This is an optimization exercise on Yosys and OpenROAD, whose aim is a short achievable clock period and few clock cycles, not a production implementation. Function was checked by simulation only, so behaviour that the tests miss may differ from the original. No activity file was given, so power comes from the tool's default toggle rates.

==> flow/design.v <==
`timescale 1ns / 1ps
module Full(input clk, input reset,
	output mem_req, output mem_we, output[15:0] mem_addr, output[15:0] mem_wdata,
	input[15:0] mem_rdata, input mem_ready);
	localparam CW = 2;             
	localparam CN = 1 << CW;
	localparam BW = 3;             
	localparam BN = 1 << BW;
	function [15:0] pfx16(input [15:0] g, input [15:0] p);
		reg [15:0] g1, p1, g2, p2, g3, p3, g4;
		integer k;
		begin
			for (k = 0; k < 16; k = k + 1) begin
				g1[k] = (k >= 1) ? g[k] | (p[k] & g[k-1]) : g[k];
				p1[k] = (k >= 1) ? p[k] & p[k-1] : p[k];
			end
			for (k = 0; k < 16; k = k + 1) begin
				g2[k] = (k >= 2) ? g1[k] | (p1[k] & g1[k-2]) : g1[k];
				p2[k] = (k >= 2) ? p1[k] & p1[k-2] : p1[k];
			end
			for (k = 0; k < 16; k = k + 1) begin
				g3[k] = (k >= 4) ? g2[k] | (p2[k] & g2[k-4]) : g2[k];
				p3[k] = (k >= 4) ? p2[k] & p2[k-4] : p2[k];
			end
			for (k = 0; k < 16; k = k + 1)
				g4[k] = (k >= 8) ? g3[k] | (p3[k] & g3[k-8]) : g3[k];
			pfx16 = p ^ {g4[14:0], 1'b0};
		end
	endfunction
	function [15:0] inc16(input [15:0] x);
		integer k;
		begin
			inc16[0] = ~x[0];
			for (k = 1; k < 16; k = k + 1)
				inc16[k] = x[k] ^ (&(x | ~((16'd1 << k) - 16'd1)));
		end
	endfunction
	reg [15:0] R [0:7];
	reg        N, Z, P;
	reg [15:0] M;         
	reg [15:0] FA;        
	reg [15:0] A, B, Bn, S;   
	reg [2:0]  D;         
	reg        xADD, xAND, xNOT, xJSR, xLD, xST;
	reg        we;
	reg [15:0]      cIR  [0:CN-1];
	reg [15:0]      cTGT [0:CN-1];
	reg [15-CW:0]   cTag [0:CN-1];
	reg [CN-1:0]    cV;
	reg             fill;      
	reg [15:0]      bT   [0:BN-1];
	reg [15-BW:0]   bTag [0:BN-1];
	reg [2:0]       bNZP [0:BN-1];
	reg [BN-1:0]    bPr;       
	reg [BN-1:0]    bV;
	reg             fB, fPr;
	reg [2:0]       fNZP;
	reg [BW-1:0]    fIdx;
	reg [15:0]      fAlt;      
	assign mem_addr  = M;
	assign mem_we    = we;
	assign mem_req   = 1'b1;
	assign mem_wdata = S;
	wire [15:0] band = A & ~Bn;
	wire [15:0] sum  = pfx16(band, A ^ B);
	wire [15:0] zv   = ~((A ^ B) ^ {A[14:0] | ~Bn[14:0], 1'b0});
	wire        xALU = xADD | xAND | xNOT;
	wire [15:0] res  = xLD ? mem_rdata : xADD ? sum : xAND ? band : ~A;
	wire        resZ = xLD ? (mem_rdata == 16'd0) : xADD ? (&zv) : xAND ? (band == 16'd0) : (&A);
	wire        wr   = xALU | xLD;
	wire        nN   = wr ? res[15] : N;
	wire        nZ   = wr ? resZ : Z;
	wire        nP   = wr ? ~res[15] & ~resZ : P;
	wire [15:0] R7n  = xJSR ? FA : R[7];
	function [15:0] rd(input [2:0] s);
		rd = (wr && D == s) ? res : (xJSR && s == 3'd7) ? FA : R[s];
	endfunction
	wire        fetch = ~(xLD | xST);
	wire [15:0] ins  = mem_rdata;
	wire [3:0]  op   = ins[15:12];
	wire [15:0] inc  = inc16(M);
	wire [15:0] off  = ins[14] ? {{5{ins[10]}}, ins[10:0]} : {{7{ins[8]}}, ins[8:0]};
	wire [15:0] tgt  = pfx16(inc & off, inc ^ off);
	wire        iBR  = (op == 4'b0000);
	wire        iJSR = (op == 4'b0100);
	wire        iLD  = (op == 4'b0010);
	wire        iST  = (op == 4'b0011);
	wire        iRET = (op == 4'b1100);
	wire        iALU = (op == 4'b0001) | (op == 4'b0101) | (op == 4'b1001);
	wire        take = iJSR | iLD | iST |
	                   (iBR & ((ins[11] & nN) | (ins[10] & nZ) | (ins[9] & nP)));
	wire        fCond = (fNZP[2] & nN) | (fNZP[1] & nZ) | (fNZP[0] & nP);
	wire        mis  = fB & (fCond != fPr);
	wire [15:0] i15  = inc16({1'b0, M[15:1]});
	wire [15:0] inc2 = {i15[14:0], M[0]};
	wire [BW-1:0] bi = inc[BW-1:0];
	wire        bhit = bV[bi] & (bTag[bi] == inc[15:BW]);
	wire        fold = iALU & bhit;
	wire [15:0] fM   = bPr[bi] ? bT[bi] : inc2;
	wire [15:0] nM   = take ? tgt : iRET ? R7n : fold ? fM : inc;
	wire [CW-1:0] ci = FA[CW-1:0];
	wire        hit  = cV[ci] & (cTag[ci] == FA[15:CW]) & ~(xST & (M == FA));
	wire [15:0] cins = cIR[ci];
	wire [3:0]  cop  = cins[15:12];
	wire [15:0] cinc = inc16(FA);
	wire        cBR  = (cop == 4'b0000);
	wire        cJSR = (cop == 4'b0100);
	wire        cLD  = (cop == 4'b0010);
	wire        cST  = (cop == 4'b0011);
	wire        cRET = (cop == 4'b1100);
	wire        ctake = cJSR | cLD | cST |
	                    (cBR & ((cins[11] & nN) | (cins[10] & nZ) | (cins[9] & nP)));
	wire [15:0] cnM  = ctake ? cTGT[ci] : cRET ? R7n : cinc;
	integer i;
	always @(posedge clk) begin
		if (reset) begin
			for (i = 0; i < 8; i = i + 1) R[i] <= 16'd0;
			N <= 1'b0; Z <= 1'b0; P <= 1'b0;
			M <= 16'd0; FA <= 16'd0; A <= 16'd0; B <= 16'd0; Bn <= 16'hffff; S <= 16'd0; D <= 3'd0;
			xADD <= 1'b0; xAND <= 1'b0; xNOT <= 1'b0; xJSR <= 1'b0; xLD <= 1'b0; xST <= 1'b0;
			we <= 1'b0;
			cV <= {CN{1'b0}}; fill <= 1'b0;
			bV <= {BN{1'b0}}; fB <= 1'b0; fPr <= 1'b0; fNZP <= 3'd0; fIdx <= {BW{1'b0}}; fAlt <= 16'd0;
		end else if (mem_ready) begin
			if (wr) R[D] <= res;
			if (xJSR) R[7] <= FA;
			N <= nN; Z <= nZ; P <= nP;
			if (fB) bPr[fIdx] <= fCond;
			fB <= 1'b0;
			if (mis) begin
				M    <= fAlt;
				xADD <= 1'b0; xAND <= 1'b0; xNOT <= 1'b0; xJSR <= 1'b0; xLD <= 1'b0; xST <= 1'b0;
				we   <= 1'b0;
				fill <= 1'b0;
			end else if (fetch) begin
				fB   <= fold;
				fPr  <= bPr[bi];
				fNZP <= bNZP[bi];
				fIdx <= bi;
				fAlt <= bPr[bi] ? inc2 : bT[bi];
				if (iBR) begin
					bT[M[BW-1:0]]   <= tgt;
					bTag[M[BW-1:0]] <= M[15:BW];
					bNZP[M[BW-1:0]] <= ins[11:9];
					bPr[M[BW-1:0]]  <= take;
					bV[M[BW-1:0]]   <= 1'b1;
				end
				M    <= nM;
				FA   <= inc;
				A    <= rd(ins[8:6]);
				B    <= ins[5] ? {{11{ins[4]}}, ins[4:0]} : rd(ins[2:0]);
				Bn   <= ~(ins[5] ? {{11{ins[4]}}, ins[4:0]} : rd(ins[2:0]));
				S    <= rd(ins[11:9]);
				D    <= ins[11:9];
				xADD <= (op == 4'b0001);
				xAND <= (op == 4'b0101);
				xNOT <= (op == 4'b1001);
				xJSR <= iJSR;
				xLD  <= iLD;
				xST  <= iST;
				we   <= iST;
				fill <= 1'b0;
				if (fill) begin
					cIR[M[CW-1:0]]  <= ins;
					cTGT[M[CW-1:0]] <= tgt;
					cTag[M[CW-1:0]] <= M[15:CW];
					cV[M[CW-1:0]]   <= 1'b1;
				end
			end else if (hit) begin
				M    <= cnM;
				FA   <= cinc;
				A    <= rd(cins[8:6]);
				B    <= cins[5] ? {{11{cins[4]}}, cins[4:0]} : rd(cins[2:0]);
				Bn   <= ~(cins[5] ? {{11{cins[4]}}, cins[4:0]} : rd(cins[2:0]));
				S    <= rd(cins[11:9]);
				D    <= cins[11:9];
				xADD <= (cop == 4'b0001);
				xAND <= (cop == 4'b0101);
				xNOT <= (cop == 4'b1001);
				xJSR <= cJSR;
				xLD  <= cLD;
				xST  <= cST;
				we   <= cST;
				fill <= 1'b0;
			end else begin
				M    <= FA;
				xADD <= 1'b0; xAND <= 1'b0; xNOT <= 1'b0; xJSR <= 1'b0; xLD <= 1'b0; xST <= 1'b0;
				we   <= 1'b0;
				fill <= 1'b1;
			end
			if (xST && cTag[M[CW-1:0]] == M[15:CW]) cV[M[CW-1:0]] <= 1'b0;
			if (xST && bTag[M[BW-1:0]] == M[15:BW]) bV[M[BW-1:0]] <= 1'b0;
		end
	end
endmodule
==> flow/run.sh <==
#!/bin/bash
# synth_recipe.tcl (not shown) runs the flow's synth.tcl, then flattens the netlist and writes it again
# the make line also repeats each setting of config.mk as NAME=value (left out here)
make -C /OpenROAD-flow-scripts/flow DESIGN_CONFIG=/design/flow/config.mk WORK_HOME=/design/flow/orfs CLKGATE_MAP_FILE= SYNTH_SCRIPT=/design/flow/synth_recipe.tcl finish
==> flow/config.mk <==
export PLATFORM = sky130hd
export DESIGN_NAME = Full
export DESIGN_NICKNAME = Full
export VERILOG_FILES = /design/flow/design.v
export SDC_FILE = /design/flow/constraint.sdc
export NUM_CORES = 4
export LEC_CHECK = 0
export CAP_MARGIN = 20
export CORE_MARGIN = 2
export CORE_UTILIZATION = 40
export SETUP_SLACK_MARGIN = 5
export SLEW_MARGIN = 20
export TNS_END_PERCENT = 100
==> flow/constraint.sdc <==
create_clock -name core_clock -period 7.5 [get_ports {clk}]
set_input_delay 1.5000 -clock core_clock [delete_from_list [all_inputs] [get_ports {clk}]]
set_output_delay 1.5000 -clock core_clock [all_outputs]
set_load 0.01 [all_outputs]
==> impl_metrics.json, run 1 <==
{
  "status": "timing/DRC/antenna clean",
  "slowest_delay_ps": 420,
  "ctsLongestPathBuffers": 3,
  "top_usage_layer": "met2",
  "totalWireLength_um": 186000,
  "yosysMostFrequentCell": "edfxtp_1",
  "startpoint": "mem_rdata[12]",
  "grt_pass1_wl_um": 254000,
  "setup_tns_ps": 0,
  "cp_top_family": "simple AND/OR/NAND/NOR gates",
  "drv_cap": 0,
  "rsz0062_at_grt": "true",
  "die_x_um": 332,
  "gr-total-overflow": 0,
  "synth-async-reset-ratio_pct": 0,
  "syn_avg_cell_area_um2": 12.1,
  "hp-class": "reg -> reg",
  "synth_top_area_share_pct": 40.3,
  "r2r-start": "M[0]",
  "design_area_mm2": 0.0571,
  "drc": 0,
  "regArea_mm2": 0.0204,
  "hpwl_um": 95900,
  "ys_warn_count": 1,
  "use_met2_pct": 46.8,
  "cp.required_ps": 7880,
  "antenna_found_initial": 5,
  "cts_root_buf": "clkbuf_16",
  "start_util_pct": 40.2,
  "startpoint_type": "input pin",
  "met1_usage_pct": 39.1,
  "p_leak_nw": 20.4,
  "portBuffers": 51,
  "worst_pin_slew_ps": 1210,
  "avgRoutedWirePerCell_um": 34.3,
  "synthTopCellsByArea": "edfxtp_1 40%, mux4_2 17%, dfxtp_1 6.9%",
  "cts_buffers": 78,
  "fp.dieH_um": 332,
  "synth_area_mm2": 0.0429,
  "netlist_instances": 3558,
  "synth.distinct_cells": 96,
  "clock.fmax_mhz": 235,
  "layout-area-overhead-vs-synth_pct": 33.0,
  "gr-usage-met3_pct": 10.3,
  "min_from": "S[8]",
  "dr.pass1.iters": 8,
  "path_cells": "buf_6 -> buf_6 -> buf_6 -> or4_4 -> nor3_2 -> a41oi_1 -> o21ai_1 -> nor2_2 -> a21oi_2 -> a2111o_1 -> o21ai_4 -> buf_12 -> nor3_4 -> buf_6 -> and4b_4 -> buf_12",
  "finalCritPeriodShare_pct": 56.7,
  "crit_path_end_kind": "flip-flop",
  "min_period_ps": 4250,
  "io_pins": 53,
  "core-area_mm2": 0.107,
  "yosys_register_bits": 723,
  "synth-edff-count": 576,
  "num_rows": 120,
  "yosysSeqAreaShare_pct": 47.2,
  "synth_nets": 3617,
  "routabilityCongestion": 0.926,
  "fillCellCount": 8547,
  "grt_pass1_vias": 34700,
  "grt_max_degree": 60,
  "setup_slack_ps": 3250,
  "viasPerCell": 6.82,
  "path_class": "in -> reg",
  "power.density_mw_per_mm2": 202,
  "synth_flop_cell": "edfxtp_1",
  "dr_total_vias": 36900,
  "grt.total_usage_pct": 31.9,
  "setup_violations": 0,
  "slew_violations": 0,
  "arrival_ps": 4640,
  "whs_ps": 460,
  "synth_largest_area_cell": "edfxtp_1",
  "cts.reportedPaths.clkPinSlew_ps": 60,
  "hold_viol": 0,
  "drt-initial-drc-count": 5900,
  "synth_common_cells": "576 x edfxtp_1, 338 x nor2_1, 326 x mux4_2, 282 x nand2_1, 218 x clkbuf_1",
  "cts_tree": "built",
  "path_common_cell": "buf_6",
  "place_area_mm2": 0.0452,
  "crit_path_top_delay_cell": "or4_4",
  "clk_latency_ps": 700,
  "finalNetCount": 3997,
  "clock_sinks": 723,
  "final_antenna_net_count": 0,
  "drive_gt1_share_pct": 38.3,
  "peakVddDrop_mv": 0.221,
  "die_area_mm2": 0.110,
  "htree_levels": 3,
  "multi_input_area_mm2": 0.0238,
  "dp_slack_ps": 1200,
  "maxSlewHeadroom_pct": 19.3,
  "skew_ps": 67.9,
  "critPathBufInv": 6,
  "worst-path-max-fanout": 6
}
[final timing paths]
kind / slack, ps / endpoint / cells past startpoint
worst max-delay path: 3250 / cTGT[3][5] / 16
worst min-delay path: 460 / S[8] / 2
worst max register to register: 3310 / M[0] / 18
worst min register to register: 460 / S[8] / 2
[cell type report]
class | count | share of cell area [%]
diodes | 3 | 0.0132
clock buffers | 109 | 3.73
clock inverters | 37 | 0.831
inverters | 26 | 0.200
multi-input cells | 2491 | 41.7
flip-flops and latches | 723 | 35.8
well taps | 1403 | 3.08
repair buffers | 618 | 14.6
[power breakdown]
| part | internal (mW) | switching, mW |
|---|---|---|
| registers | 4.47 | 0.154 |
| logic | 1.29 | 1.61 |
| clock network | 2.23 | 1.78 |
[tightest hold or removal path, cell delays in order, from the launching register on]
cell and delay [ps]:
dfxtp_2 320, nand2_1 50, a21oi_1 50
[metrics by stage]
stage | power, mW | utilization (%) | std cells
after floorplan | 6.08 | - | 3558
after global placement | 6.71 | 42.4 | 4802
after detailed placement | 6.72 | 42.4 | 4802
after CTS | 11.1 | 51.0 | 5281
after global routing | 11.8 | 53.4 | 5407
final | 11.5 | 53.4 | 5410
[state kept, by name, indices dropped and copies added, names as in the netlist, 24 cells and up, named ones only]
signal  flops
R         128
bT        128
bTag      104
cIR        64
cTGT       64
cTag       56
bNZP       24
[cell usage in the layout (no fill, tap or decap), types with 90 or more instances in the layout]
master	count
mux4_2	324
buf_4	251
nand2_1	263
a21oi_1	153
edfxtp_1	576
clkbuf_16	90
buf_12	122
o21ai_0	149
buf_6	129
nor2_1	295
mux2i_1	208
[metal layers]
layer,vias to the layer above,part of all wire (%)
met5,-,0.022
met4,6,9.6
met3,984,14
met2,3110,42
met1,18200,34
li1,14600,-
[logic make-up after synthesis]
family                     Yosys count  share of synthesized area (%)
other                                1                        0.00874
xor gates and xnor gates           172                           3.61
AOI/OAI and AO/OA                  729                           11.0
adders and majority gates           40                           1.18
muxes                              578                           23.1
buffers and inverters              360                           3.60
and+or+nand+nor                    955                           10.4
DFF                                723                           47.2
[timing repair]
action / in CTS / in global routing
hold buffers: 0 / 0
setup buffers: 265 / 111
endpoints found under the hold margin: 0 / 0
gates cloned: 68 / 15
setup endpoints to repair: 1064 / 992
gates resized for setup: 728 / 301
pin swaps: 118 / 118
Testbench counts, summed over its fixed seeds: cycles 28,005.
==> run 2, diff against run 1 <==
--- a/flow/design.v
+++ b/flow/design.v
@@ -59,2 +59,9 @@
 	reg [15:0]      fAlt;      
+	reg             seqA;      
+	reg [15:0]      kA;        
+	reg             wB, wPr;
+	reg [BW-1:0]    wIdx;
+	reg [15-BW:0]   wTag;
+	reg [15:0]      wT;
+	reg [2:0]       wNZP;
 	assign mem_addr  = M;
@@ -95,4 +102,4 @@
 	wire [15:0] inc2 = {i15[14:0], M[0]};
-	wire [BW-1:0] bi = inc[BW-1:0];
-	wire        bhit = bV[bi] & (bTag[bi] == inc[15:BW]);
+	wire [BW-1:0] bi = M[BW-1:0];
+	wire        bhit = bV[bi] & (bTag[bi] == M[15:BW]);
 	wire        fold = iALU & bhit;
@@ -100,4 +107,7 @@
 	wire [15:0] nM   = take ? tgt : iRET ? R7n : fold ? fM : inc;
+	wire        r7w  = wr & (D == 3'd7);        
+	wire        rhaz = iRET & r7w;
 	wire [CW-1:0] ci = FA[CW-1:0];
-	wire        hit  = cV[ci] & (cTag[ci] == FA[15:CW]) & ~(xST & (M == FA));
+	wire        hit  = cV[ci] & (cTag[ci] == FA[15:CW]) & ~(xST & (M == FA)) &
+	                   ~((cIR[ci][15:12] == 4'b1100) & r7w);
 	wire [15:0] cins = cIR[ci];
@@ -123,2 +133,4 @@
 			bV <= {BN{1'b0}}; fB <= 1'b0; fPr <= 1'b0; fNZP <= 3'd0; fIdx <= {BW{1'b0}}; fAlt <= 16'd0;
+			seqA <= 1'b0; kA <= 16'd0; wB <= 1'b0; wPr <= 1'b0; wIdx <= {BW{1'b0}}; wTag <= {(16-BW){1'b0}};
+			wT <= 16'd0; wNZP <= 3'd0;
 		end else if (mem_ready) begin
@@ -129,4 +141,25 @@
 			fB <= 1'b0;
-			if (mis) begin
-				M    <= fAlt;
+			if (wB) begin
+				bT[wIdx]   <= wT;
+				bTag[wIdx] <= wTag;
+				bNZP[wIdx] <= wNZP;
+				bPr[wIdx]  <= wPr;
+				bV[wIdx]   <= 1'b1;
+			end
+			wB   <= fetch & seqA & iBR;
+			wIdx <= kA[BW-1:0];
+			wTag <= kA[15:BW];
+			wT   <= tgt;
+			wNZP <= ins[11:9];
+			wPr  <= take;
+			seqA <= fetch & ~mis & iALU & ~fold;
+			kA   <= M;
+			if (fetch & fill) begin
+				cIR[M[CW-1:0]]  <= ins;
+				cTGT[M[CW-1:0]] <= tgt;
+				cTag[M[CW-1:0]] <= M[15:CW];
+				cV[M[CW-1:0]]   <= 1'b1;
+			end
+			if (mis | (fetch & rhaz)) begin
+				M    <= mis ? fAlt : M;
 				xADD <= 1'b0; xAND <= 1'b0; xNOT <= 1'b0; xJSR <= 1'b0; xLD <= 1'b0; xST <= 1'b0;
@@ -140,9 +173,2 @@
 				fAlt <= bPr[bi] ? inc2 : bT[bi];
-				if (iBR) begin
-					bT[M[BW-1:0]]   <= tgt;
-					bTag[M[BW-1:0]] <= M[15:BW];
-					bNZP[M[BW-1:0]] <= ins[11:9];
-					bPr[M[BW-1:0]]  <= take;
-					bV[M[BW-1:0]]   <= 1'b1;
-				end
 				M    <= nM;
@@ -162,8 +188,2 @@
 				fill <= 1'b0;
-				if (fill) begin
-					cIR[M[CW-1:0]]  <= ins;
-					cTGT[M[CW-1:0]] <= tgt;
-					cTag[M[CW-1:0]] <= M[15:CW];
-					cV[M[CW-1:0]]   <= 1'b1;
-				end
 			end else if (hit) begin
@@ -191,3 +211,2 @@
 			if (xST && cTag[M[CW-1:0]] == M[15:CW]) cV[M[CW-1:0]] <= 1'b0;
-			if (xST && bTag[M[BW-1:0]] == M[15:BW]) bV[M[BW-1:0]] <= 1'b0;
 		end
==> run 2 against run 1 <==
Compared with the run above:
- non-clock buffer count is 146 lower
- synthesized cell count is 1.2% higher
- sequential power is 6.3% higher
- critical path type is now reg -> reg
==> impl_metrics.json, run 2 <==
{
  "cts_root_buf": "clkbuf_16",
  "htree_levels": 3,
  "peakVddDrop_mv": 0.150,
  "drc": 0,
  "syn_avg_cell_area_um2": 11.9,
  "hpwl_um": 93300,
  "setup_violations": 0,
  "worst_pin_slew_ps": 1230,
  "power.density_mw_per_mm2": 213,
  "finalCritPeriodShare_pct": 51.1,
  "p_int_mw": 8.25,
  "grt_pass1_wl_um": 239000,
  "layout-area-overhead-vs-synth_pct": 27.7,
  "start_util_pct": 40.2,
  "netlist_instances": 3602,
  "viasPerCell": 6.58,
  "worst-path-max-fanout": 9,
  "place_area_mm2": 0.0455,
  "cts_tree": "built",
  "grt.total_usage_pct": 29.9,
  "path_common_cell": "or3_4",
  "slew_violations": 0,
  "portBuffers": 51,
  "layout_common_cells": "576 x edfxtp_1, 342 x nor2_1, 320 x nand2_1, 298 x mux4_2, 245 x buf_4",
  "switching_share_pct": 29.2,
  "min_period_ps": 3830,
  "design_area_mm2": 0.0549,
  "clk_latency_ps": 710,
  "synth_largest_area_cell": "edfxtp_1",
  "synth-edff-count": 576,
  "routabilityCongestion": 0.965,
  "fp.dieH_um": 332,
  "path_cells": "xnor2_4 -> o21ai_2 -> or3_4 -> or3_4 -> o211ai_1 -> buf_4 -> o211ai_4 -> mux2i_4 -> a41o_4 -> buf_6 -> nor4_4 -> buf_12 -> buf_16 -> buf_8 -> nand3_1 -> a21oi_1",
  "cp.required_ps": 8110,
  "drv_cap": 0,
  "ctsLongestPathBuffers": 3,
  "core-area_mm2": 0.107,
  "grt_max_degree": 73,
  "multi_input_area_mm2": 0.0228,
  "switchingPower_mw": 3.41,
  "startpoint_type": "flip-flop",
  "synth_common_cells": "576 x edfxtp_1, 377 x nor2_1, 336 x nand2_1, 299 x mux4_2, 241 x clkbuf_1",
  "cts.reportedPaths.clkPinSlew_ps": 60,
  "final_common_cell": "edfxtp_1",
  "yosys_register_bits": 777,
  "crit_path_end_kind": "flip-flop",
  "status": "timing/DRC/antenna clean",
  "avgRoutedWirePerCell_um": 32.1,
  "critPathBufInv": 5,
  "holdBufCountCts": 0,
  "path_class": "reg -> reg",
  "drt-initial-drc-count": 5297,
  "cts_buffers": 84,
  "drive_gt1_share_pct": 34.2,
  "synth_flop_cell": "edfxtp_1",
  "maxSlewHeadroom_pct": 15.6,
  "num_rows": 120,
  "skew_ps": 51.9,
  "regArea_mm2": 0.0215,
  "synth_nets": 3659,
  "grt_pass1_vias": 32500,
  "antenna_found_initial": 6,
  "clock.fmax_mhz": 261,
  "synth_top_area_share_pct": 40.3,
  "totalWireLength_um": 171000,
  "hp-class": "reg -> reg",
  "synth_area_mm2": 0.0430,
  "p_leak_nw": 19.4,
  "gr-total-overflow": 0,
  "yosysSeqAreaShare_pct": 49.6,
  "dr.pass1.iters": 8,
  "io_pins": 53,
  "slowest_delay_ps": 390,
  "die_area_mm2": 0.110,
  "hold_viol": 0,
  "combPwrFrac_pct": 21.2,
  "synth.distinct_cells": 89,
  "crit_path_top_delay_cell": "or3_4",
  "ys_warn_count": 1,
  "dr_total_vias": 35000,
  "rsz0062_at_grt": "true",
  "final_antenna_net_count": 0,
  "arrival_ps": 4440,
  "cp_top_family": "simple AND/OR/NAND/NOR gates",
  "die_x_um": 332,
  "clock_sinks": 777,
  "finalNetCount": 3912,
  "p_seq_share_pct": 42.1,
  "clkPwrFrac_pct": 36.6,
  "fillCellCount": 8904,
  "synthTopCellsByArea": "edfxtp_1 40%, mux4_2 16%, dfxtp_1 9.4%",
  "setup_tns_ps": 0,
  "synth-async-reset-ratio_pct": 0,
  "yosysMostFrequentCell": "edfxtp_1"
}
## run 2: repair_timing
action,CTS,global route
setup buffers,210,76
cloned,39,9
resized for setup,706,172
pin swaps,105,96
setup endpoints to repair,969,533
## run 2: kinds of logic (layout without fill, tap and decap cells)
group,Yosys count,count (layout),synth area share [%]
multiplexers,553,555,21.7
flip-flops,777,777,49.6
AO/OA/AOI/OAI,668,668,10.0
other,1,3,0.00873
adder cells (fa/ha/maj),38,38,1.12
buffers and inverters,366,674,3.33
XOR/XNOR,161,161,3.38
AND/OR/NAND/NOR,1038,1051,10.8
## run 2: area by class of cell
cell class	instances	area share [%]
Tap cell	1403	3.20
Timing Repair inverter	1	0.0296
Clock inverter	37	0.869
Inverter	45	0.413
Antenna cell	2	0.00912
Clock buffer	119	4.27
Sequential cell	777	39.1
Multi-Input combinational cell	2474	41.5
Timing Repair Buffer	472	10.6
## run 2: per-layer routing
layer  share of wire, %  wire, µm  GRT usage, %  vias up
met5              0.082       140             0        -
met4                6.4     11000          16.2       10
met3                 14     24400          9.34      614
met2                 42     71400          42.7     2678
met1                 38     64300          40.6    17500
li1                   -         -             -    14300
## run 2: final timing paths
path | end | cells after the start | slack, ps | from
worst max-delay path | S[0] | 16 | 3670 | A[8]
worst min-delay path | S[12] | 2 | 460 | S[12]
worst max register to register | S[0] | 16 | 3670 | A[8]
worst min register to register | S[12] | 2 | 460 | S[12]
## run 2: power groups by stage
stage          Sequential, mW  Combinational (mW)  Clock [mW]
3_3_place_gp             5.03                1.76           0
5_1_grt                  4.92                2.55        4.46
4_1_cts                  4.91                2.25        4.29
2_1_floorplan            4.91                1.31           0
3_5_place_dp             5.03                1.77           0
6_report                 4.91                2.48        4.27
## run 2: worst register-to-register path: cells and delay by family (launching register included)
family                 cells  cell delay, ps
multiplexers               1             230
flip-flops                 1             380
XOR/XNOR                   1             210
buffers and inverters      5             880
AND/OR/NAND/NOR            4            1210
AO/OA/AOI/OAI              5             870
## run 2: stage by stage
step | utilization (%) | total power [mW] | std cells | worst slack, ps | hold slack [ps]
after floorplan | - | 6.23 | 3602 | 3610 | 427
after global placement | 42.6 | 6.79 | 4838 | 1890 | 445
after detailed placement | 42.6 | 6.80 | 4838 | 1790 | 445
after CTS | 50.0 | 11.4 | 5243 | 3840 | 458
after global routing | 51.4 | 11.9 | 5329 | 3570 | 480
final | 51.4 | 11.7 | 5330 | 3670 | 456
Testbench counts of run 2, summed over its fixed seeds: cycles 27,797.

[re-timing with driven ports]
The results above use ideal ports. As a check the final layouts listed here were re-extracted and re-timed, cells and wires unchanged.
Step 1: set_driving_cell puts a clkbuf_16 on clk and a buf_2 on each other input, an assumption about the parent block.
Step 2 also shifts input and output timing later by t, the mid clock arrival at the registers, as if the neighbouring blocks saw the same clock.
a / b / c = ideal ports / drivers / drivers and shift; a / b = the first two.
run	t, ns	slack for setup (ns)	worst setup path after step 2
run 1	0.738	3.248 / 3.235 / 2.498	input to register
run 2	0.760	3.669 / 3.627 / 2.867	input to register
After both steps every run listed still meets setup and hold. For run 2, which loses most, drivers alone change the setup slack by -0.042 ns; drivers and shift together by -0.802 ns.
